This design comes from an exercise in tuning for small area and a short achievable clock period on the open sky130 flow, not from production work. At most, simulation tests tie the RTL to the original design; equivalence was not proved. No activity file was given, so power comes from the tool's default toggle rates.

Setup of alpha:
## RF_ALU
module RF_ALU (input clk,
               input RegSet,
               input RegWrite,
               input [3:0] ALU_control,
               input [31:0] instr,
               input [31:0] Writedata,
               output reg [31:0] rd1,
               output reg [31:0] rd2,
               output [31:0] ALU_result,
               output Zero);
Size: about 4600 cells after synthesis, about 1200 flip-flops, roughly 170 I/O pins, roughly 48000 sq um of cells after synthesis.
==> module rf_mux32, before the edit <==
module rf_mux32 (input [31:0] sel, input [31:0] d, output q);
wire [3:0] u;
wire [1:0] v;
genvar j;
generate
    for (j = 0; j < 4; j = j + 1) begin : l1
        rf_mux8 x (.sel(sel[8*j +: 8]), .d(d[8*j +: 8]), .y(u[j]));
    end
endgenerate
g_nor2 v0 (.a(u[0]), .b(u[1]), .y(v[0]));
g_nor2 v1 (.a(u[2]), .b(u[3]), .y(v[1]));
g_nand2 o (.a(v[0]), .b(v[1]), .y(q));
endmodule
==> module rf_mux8, before the edit <==
module rf_mux8 (input [7:0] sel, input [7:0] d, output y);
assign y = |(sel & d);
endmodule
clock: 9.0 ns
lec_check: 0
cap_margin: 20
core_margin: 2
core_utilization: 40
cts_cluster_diameter: 80
cts_cluster_size: 24
setup_slack_margin: 5
slew_margin: 20
synth_hierarchical: 1
run.sh (not shown) runs the stock make flow with config.mk's settings and CLKGATE_MAP_FILE= SYNTH_SCRIPT=/design/flow/synth_recipe.tcl, a recipe that flattens the netlist after the stock synthesis.
alpha: no failed stages, no open violations at the end
> inputs changed (alpha -> beta)
--- a/flow/design.v
+++ b/flow/design.v
@@ -671,18 +671,27 @@
 endmodule
 module rf_mux32 (input [31:0] sel, input [31:0] d, output q);
-wire [3:0] u;
-wire [1:0] v;
+wire [32:0] s = {1'b0, sel};
+wire [32:0] e = {1'b0, d};
+wire [10:0] t;
+wire [2:0] u;
+wire qn;
 genvar j;
 generate
-    for (j = 0; j < 4; j = j + 1) begin : l1
-        rf_mux8 x (.sel(sel[8*j +: 8]), .d(d[8*j +: 8]), .y(u[j]));
+    for (j = 0; j < 11; j = j + 1) begin : l1
+        g_aoi222 x (.a1(s[3*j]), .a2(e[3*j]), .b1(s[3*j+1]), .b2(e[3*j+1]),
+                    .c1(s[3*j+2]), .c2(e[3*j+2]), .y(t[j]));
     end
 endgenerate
-g_nor2 v0 (.a(u[0]), .b(u[1]), .y(v[0]));
-g_nor2 v1 (.a(u[2]), .b(u[3]), .y(v[1]));
-g_nand2 o (.a(v[0]), .b(v[1]), .y(q));
+g_nand4 n0 (.a(t[0]), .b(t[1]), .c(t[2]), .d(t[3]), .y(u[0]));
+g_nand4 n1 (.a(t[4]), .b(t[5]), .c(t[6]), .d(t[7]), .y(u[1]));
+g_nand3 n2 (.a(t[8]), .b(t[9]), .c(t[10]), .y(u[2]));
+g_nor3 o (.a(u[0]), .b(u[1]), .c(u[2]), .y(qn));
+g_inv i (.a(qn), .y(q));
 endmodule
-module rf_mux8 (input [7:0] sel, input [7:0] d, output y);
-assign y = |(sel & d);
+module g_aoi222 (input a1, input a2, input b1, input b2, input c1, input c2, output y);
+assign y = ~((a1 & a2) | (b1 & b2) | (c1 & c2));
+endmodule
+module g_nor3 (input a, input b, input c, output y);
+assign y = ~(a | b | c);
 endmodule
 module g_ao22 (input a1, input a2, input b1, input b2, output y);
### Flow results
Result for beta and alpha: all clean
The upper clock frequency limit of beta is lower than that of alpha.
Comparing beta and alpha, the higher time the worst path needs with I/O delays and setup was measured on beta.
Layout-stage area growth over the synthesis result was higher in beta than in alpha.
Comparing beta against alpha, there is no change at all in final-report max-slew violation count.
Changes observed in beta relative to alpha: post-detailed-route via-to-cell ratio now sits higher, critical path depth rose by 1.
Register area: beta vs alpha — no meaningful difference
The run showing the smaller leakage power of the design is alpha.
From alpha to beta the numbers moved as follows: count of clock-buffer cells in the layout went up 4.5%; fraction of area in registers went down 1.6 points.
beta vs. alpha: final standard cell area without fillers went up by 4.0%.
beta — worst setup slack 240 ps lower, alpha as reference
Function was not checked in any run of this note: the RTL went through the layout flow alone.


Another version of the RTL of RF_ALU (not shown whole).
Size: about 4600 cells after synthesis, about 170 I/O pins, about 0.049 mm2 of cells after synthesis.
==> flow/design.v (excerpt) <==
module RF_ALU (input clk,
               input RegSet,
               input RegWrite,
               input [3:0] ALU_control,
               input [31:0] instr,
               input [31:0] Writedata,
               output reg [31:0] rd1,
               output reg [31:0] rd2,
               output [31:0] ALU_result,
               output Zero);
wire [4:0] rs1 = instr[19:15];
wire [4:0] rs2 = instr[24:20];
wire [4:0] rd  = instr[11:7];
reg        pend_v;
reg        pend_alu;
reg [4:0]  pend_rd;
reg [31:0] pend_wd;
reg [31:0] regs [1:31];
wire [31:0] wdata = pend_alu ? ALU_result : pend_wd;
wire [31:0] stale;         
assign stale[0] = 1'b0;
wire [32*32-1:0] rows;     
assign rows[31:0] = wdata;
genvar r, k;
generate
    for (r = 1; r < 32; r = r + 1) begin : row
        wire we   = pend_v && (pend_rd == r);
        wire hold = !we;
        wire [31:0] d;
        assign stale[r] = we;
        assign rows[32*r +: 32] = regs[r];
        for (k = 0; k < 32; k = k + 1) begin : bt
            g_ao22 wc (.a1(regs[r][k]), .a2(hold), .b1(wdata[k]), .b2(we), .y(d[k]));
        end
        always @(posedge clk) regs[r] <= d;
    end
endgenerate
wire pend_nz = pend_v && (pend_rd != 5'd0);
wire [31:0] sel1, sel2;
rf_dec dec1 (.rs(rs1), .stale(stale), .pv(pend_nz), .prd(pend_rd), .sel(sel1));
rf_dec dec2 (.rs(rs2), .stale(stale), .pv(pend_nz), .prd(pend_rd), .sel(sel2));
wire [31:0] a, b;
generate
    for (k = 0; k < 32; k = k + 1) begin : rdbit
        wire [31:0] col;
        for (r = 0; r < 32; r = r + 1) begin : c
            assign col[r] = rows[32*r + k];
        end
        rf_mux32 m1 (.sel(sel1), .d(col), .q(a[k]));
        rf_mux32 m2 (.sel(sel2), .d(col), .q(b[k]));
    end
endgenerate
wire op_and   = (ALU_control == 4'b0000);
wire op_or    = (ALU_control == 4'b0001);
wire op_sub   = (ALU_control == 4'b0110);
wire op_arith = (ALU_control == 4'b0010) || op_sub;
wire [31:0] aa, g0n, t0n;
generate
    for (k = 0; k < 32; k = k + 1) begin : pg
        g_xor2  x (.a(a[k]), .b(op_sub), .y(aa[k]));
        g_nand3 g (.a(aa[k]), .b(b[k]), .c(op_arith), .y(g0n[k]));
        g_nor2  t (.a(aa[k]), .b(b[k]), .y(t0n[k]));
    end
endgenerate
reg [31:0] alu_p;    
  ...
Settings: LEC_CHECK=0, CAP_MARGIN=20, CORE_MARGIN=2, CORE_UTILIZATION=40, CTS_CLUSTER_DIAMETER=80, CTS_CLUSTER_SIZE=24, SETUP_SLACK_MARGIN=5, SLEW_MARGIN=20, SYNTH_HIERARCHICAL=1; clock period 9.0 ns.
==> next run, changes <==
--- a/flow/design.v
+++ b/flow/design.v
@@ -27,26 +27,32 @@
         wire we   = pend_v && (pend_rd == r);
         wire hold = !we;
         wire [31:0] d;
         assign stale[r] = we;
         assign rows[32*r +: 32] = regs[r];
         for (k = 0; k < 32; k = k + 1) begin : bt
             g_ao22 wc (.a1(regs[r][k]), .a2(hold), .b1(wdata[k]), .b2(we), .y(d[k]));
         end
         always @(posedge clk) regs[r] <= d;
     end
 endgenerate
-wire pend_nz = pend_v && (pend_rd != 5'd0);
-wire [31:0] sel1, sel2;
-rf_dec dec1 (.rs(rs1), .stale(stale), .pv(pend_nz), .prd(pend_rd), .sel(sel1));
-rf_dec dec2 (.rs(rs2), .stale(stale), .pv(pend_nz), .prd(pend_rd), .sel(sel2));
+function [31:0] selects(input [4:0] rs, input [31:0] stl, input pv, input [4:0] prd);
+    integer j;
+    begin
+        selects[0] = pv && (rs == prd) && (rs != 5'd0);
+        for (j = 1; j < 32; j = j + 1)
+            selects[j] = (rs == j) && !stl[j];
+    end
+endfunction
+wire [31:0] sel1 = selects(rs1, stale, pend_v, pend_rd);
+wire [31:0] sel2 = selects(rs2, stale, pend_v, pend_rd);
 wire [31:0] a, b;
 generate
     for (k = 0; k < 32; k = k + 1) begin : rdbit
         wire [31:0] col;
         for (r = 0; r < 32; r = r + 1) begin : c
             assign col[r] = rows[32*r + k];
         end
         rf_mux32 m1 (.sel(sel1), .d(col), .q(a[k]));
         rf_mux32 m2 (.sel(sel2), .d(col), .q(b[k]));
     end
 endgenerate
@@ -655,50 +661,22 @@
     alu_t[27] <= l1t_27;
     alu_t[28] <= l1t_28;
     alu_t[29] <= l1t_29;
     alu_t[30] <= l1t_30;
     alu_t[31] <= l1t_31;
     pend_v   <= (RegWrite || RegSet) && (rd != 5'd0);
     pend_alu <= RegWrite;
     pend_rd  <= rd;
     pend_wd  <= Writedata;
 end
 endmodule
-module rf_dec (input [4:0] rs, input [31:0] stale, input pv, input [4:0] prd,
-               output [31:0] sel);
-wire [4:0] rn;
-wire [3:0] lo_n;
-wire [7:0] hi_n;
-wire [4:0] x;
-wire e0, e1;
-genvar j;
-generate
-    for (j = 0; j < 5; j = j + 1) begin : iv
-        g_inv i (.a(rs[j]), .y(rn[j]));
-        g_xnor2 c (.a(rs[j]), .b(prd[j]), .y(x[j]));
-    end
-    for (j = 0; j < 4; j = j + 1) begin : lo
-        g_nand2 n (.a(j & 1 ? rs[0] : rn[0]), .b(j & 2 ? rs[1] : rn[1]), .y(lo_n[j]));
-    end
-    for (j = 0; j < 8; j = j + 1) begin : hi
-        g_nand3 n (.a(j & 1 ? rs[2] : rn[2]), .b(j & 2 ? rs[3] : rn[3]),
-                   .c(j & 4 ? rs[4] : rn[4]), .y(hi_n[j]));
-    end
-    for (j = 1; j < 32; j = j + 1) begin : s
-        g_nor3 n (.a(lo_n[j % 4]), .b(hi_n[j / 4]), .c(stale[j]), .y(sel[j]));
-    end
-endgenerate
-g_nand3 c0 (.a(x[0]), .b(x[1]), .c(x[2]), .y(e0));
-g_nand3 c1 (.a(x[3]), .b(x[4]), .c(pv), .y(e1));
-g_nor2 c2 (.a(e0), .b(e1), .y(sel[0]));
-endmodule
 module rf_mux32 (input [31:0] sel, input [31:0] d, output q);
 wire [3:0] u;
 wire [1:0] v;
 genvar j;
 generate
     for (j = 0; j < 4; j = j + 1) begin : l1
         rf_mux8 x (.sel(sel[8*j +: 8]), .d(d[8*j +: 8]), .y(u[j]));
     end
 endgenerate
 g_nor2 v0 (.a(u[0]), .b(u[1]), .y(v[0]));
 g_nor2 v1 (.a(u[2]), .b(u[3]), .y(v[1]));
@@ -714,25 +692,22 @@
 assign y = ~((a1 & a2) | b1);
 endmodule
 module g_oai21 (input a1, input a2, input b1, output y);
 assign y = ~((a1 | a2) & b1);
 endmodule
 module g_nand4 (input a, input b, input c, input d, output y);
 assign y = ~(a & b & c & d);
 endmodule
 module g_nand3 (input a, input b, input c, output y);
 assign y = ~(a & b & c);
 endmodule
-module g_nor3 (input a, input b, input c, output y);
-assign y = ~(a | b | c);
-endmodule
 module g_nand2 (input a, input b, output y);
 assign y = ~(a & b);
 endmodule
 module g_nor2 (input a, input b, output y);
 assign y = ~(a | b);
 endmodule
 module g_xor2 (input a, input b, output y);
 assign y = a ^ b;
 endmodule
 module g_inv (input a, output y);
 assign y = ~a;
After rerunning:
- clock skew is lower by 0.011 ns
- design area is about the same
- total power grows by 1.4%
- synthesized area fell by 0.54%
- worst hold slack gets worse by 0.0061 ns
- clock-buffer cell count came out higher by 7


RF_ALU, a different RTL version from the one above (not shown whole).
Size in the first run: about 4,600 cells after synthesis, about 48,000 um2 of cells after synthesis.
export LEC_CHECK = 0
export CAP_MARGIN = 20
export CORE_MARGIN = 2
export CORE_UTILIZATION = 40
export SETUP_SLACK_MARGIN = 5
export SLEW_MARGIN = 20
export SYNTH_HIERARCHICAL = 1
create_clock -name core_clock -period 9.0 [get_ports {clk}]
Change:
--- a/flow/design.v
+++ b/flow/design.v
@@ -29,22 +29,28 @@
         wire [31:0] d;
         assign stale[r] = we;
         assign rows[32*r +: 32] = regs[r];
         for (k = 0; k < 32; k = k + 1) begin : bt
             g_ao22 wc (.a1(regs[r][k]), .a2(hold), .b1(wdata[k]), .b2(we), .y(d[k]));
         end
         always @(posedge clk) regs[r] <= d;
     end
 endgenerate
-wire pend_nz = pend_v && (pend_rd != 5'd0);
-wire [31:0] sel1, sel2;
-rf_dec dec1 (.rs(rs1), .stale(stale), .pv(pend_nz), .prd(pend_rd), .sel(sel1));
-rf_dec dec2 (.rs(rs2), .stale(stale), .pv(pend_nz), .prd(pend_rd), .sel(sel2));
+function [31:0] selects(input [4:0] rs, input [31:0] stl, input pv, input [4:0] prd);
+    integer j;
+    begin
+        selects[0] = pv && (rs == prd) && (rs != 5'd0);
+        for (j = 1; j < 32; j = j + 1)
+            selects[j] = (rs == j) && !stl[j];
+    end
+endfunction
+wire [31:0] sel1 = selects(rs1, stale, pend_v, pend_rd);
+wire [31:0] sel2 = selects(rs2, stale, pend_v, pend_rd);
 wire [31:0] a, b;
 generate
     for (k = 0; k < 32; k = k + 1) begin : rdbit
         wire [31:0] col;
         for (r = 0; r < 32; r = r + 1) begin : c
             assign col[r] = rows[32*r + k];
         end
         rf_mux32 m1 (.sel(sel1), .d(col), .q(a[k]));
         rf_mux32 m2 (.sel(sel2), .d(col), .q(b[k]));
@@ -632,46 +638,18 @@
     alu_t[29] <= l3t_29;
     alu_t[30] <= l3t_30;
     alu_t[31] <= l3t_31;
     pend_v   <= (RegWrite || RegSet) && (rd != 5'd0);
     pend_alu <= RegWrite;
     pend_rd  <= rd;
     pend_wd  <= Writedata;
 end
 endmodule
-module rf_dec (input [4:0] rs, input [31:0] stale, input pv, input [4:0] prd,
-               output [31:0] sel);
-wire [4:0] rn;
-wire [3:0] lo_n;
-wire [7:0] hi_n;
-wire [4:0] x;
-wire e0, e1;
-genvar j;
-generate
-    for (j = 0; j < 5; j = j + 1) begin : iv
-        g_inv i (.a(rs[j]), .y(rn[j]));
-        g_xnor2 c (.a(rs[j]), .b(prd[j]), .y(x[j]));
-    end
-    for (j = 0; j < 4; j = j + 1) begin : lo
-        g_nand2 n (.a(j & 1 ? rs[0] : rn[0]), .b(j & 2 ? rs[1] : rn[1]), .y(lo_n[j]));
-    end
-    for (j = 0; j < 8; j = j + 1) begin : hi
-        g_nand3 n (.a(j & 1 ? rs[2] : rn[2]), .b(j & 2 ? rs[3] : rn[3]),
-                   .c(j & 4 ? rs[4] : rn[4]), .y(hi_n[j]));
-    end
-    for (j = 1; j < 32; j = j + 1) begin : s
-        g_nor3 n (.a(lo_n[j % 4]), .b(hi_n[j / 4]), .c(stale[j]), .y(sel[j]));
-    end
-endgenerate
-g_nand3 c0 (.a(x[0]), .b(x[1]), .c(x[2]), .y(e0));
-g_nand3 c1 (.a(x[3]), .b(x[4]), .c(pv), .y(e1));
-g_nor2 c2 (.a(e0), .b(e1), .y(sel[0]));
-endmodule
 module rf_mux32 (input [31:0] sel, input [31:0] d, output q);
 wire [3:0] u;
 wire [1:0] v;
 genvar j;
 generate
     for (j = 0; j < 4; j = j + 1) begin : l1
         rf_mux8 x (.sel(sel[8*j +: 8]), .d(d[8*j +: 8]), .y(u[j]));
     end
 endgenerate
@@ -691,21 +669,18 @@
 module g_oai21 (input a1, input a2, input b1, output y);
 assign y = ~((a1 | a2) & b1);
 endmodule
 module g_nand4 (input a, input b, input c, input d, output y);
 assign y = ~(a & b & c & d);
 endmodule
 module g_nand3 (input a, input b, input c, output y);
 assign y = ~(a & b & c);
 endmodule
-module g_nor3 (input a, input b, input c, output y);
-assign y = ~(a | b | c);
-endmodule
 module g_nand2 (input a, input b, output y);
 assign y = ~(a & b);
 endmodule
 module g_nor2 (input a, input b, output y);
 assign y = ~(a | b);
 endmodule
 module g_xor2 (input a, input b, output y);
 assign y = a ^ b;
 endmodule
Effect: Combinational power went down by about 3%. Count of clock-buffer cells in the layout grows by 7. Synthesized area went down by 0.45%. Total power came out lower by 1.0%. Global-route usage came out lower by 0.57 points. Critical path depth drops by 2. Non-clock buffer count drops by 73. Worst hold slack is about the same. Die area drops by 0.45%. Final area drops by 2.7%. Via count falls by 2.0%. Core utilization is lower by 1.3 points. Cell count goes down by 1.0%. Routed wire length came out lower by 2.7%.
The RTL of the first run of this note was laid out without a check of its function.

## re-timing with driven ports
The flow's constraints put no driver on any port. The routed layouts listed below were extracted and timed again, unchanged, in two steps. Step 1 (the two cells are an assumption about what drives the block):
set clk [get_ports {clk}]
set_driving_cell -lib_cell sky130_fd_sc_hd__clkbuf_16 $clk
set_driving_cell -lib_cell sky130_fd_sc_hd__buf_2 [delete_from_list [all_inputs] $clk]
Step 2 adds t to the input delays and takes it off the output delays; t is the mean of the earliest and latest rising clock arrival at the registers after step 1. Input paths then give back, and output paths get back, about the clock's delay inside the block. Three values: ideal ports, drivers, drivers and shift; two values: the first two.
run | shift t [ns] | setup WS [ns] | hold slack, ns | worst setup path after step 2 | worst register clock-pin slew, ns
alpha | 0.793 | 4.909 / 4.831 / 4.038 | 0.515 / 0.515 / 0.515 | input to register | 0.11 / 0.11
beta | 0.803 | 4.669 / 4.562 / 3.759 | 0.515 / 0.515 / 0.515 | input to register | 0.10 / 0.10
the first run of note 2 | 0.784 | 4.944 / 4.872 / 4.245 | 0.519 / 0.519 / 0.519 | input to register | 0.11 / 0.11
the second run of note 2 | 0.786 | 4.946 / 4.874 / 4.204 | 0.513 / 0.513 / 0.513 | input to register | 0.11 / 0.11
the first run of note 3 | 0.810 | 4.765 / 4.800 / 3.990 | 0.512 / 0.512 / 0.512 | input to register | 0.07 / 0.07
the second run of note 3 | 0.795 | 4.916 / 4.820 / 4.025 | 0.512 / 0.512 / 0.512 | input to register | 0.07 / 0.07
After both steps every run listed still meets setup and hold. The setup slack of beta, which loses most, moves by -0.107 ns with the drivers and by -0.910 ns with both steps.
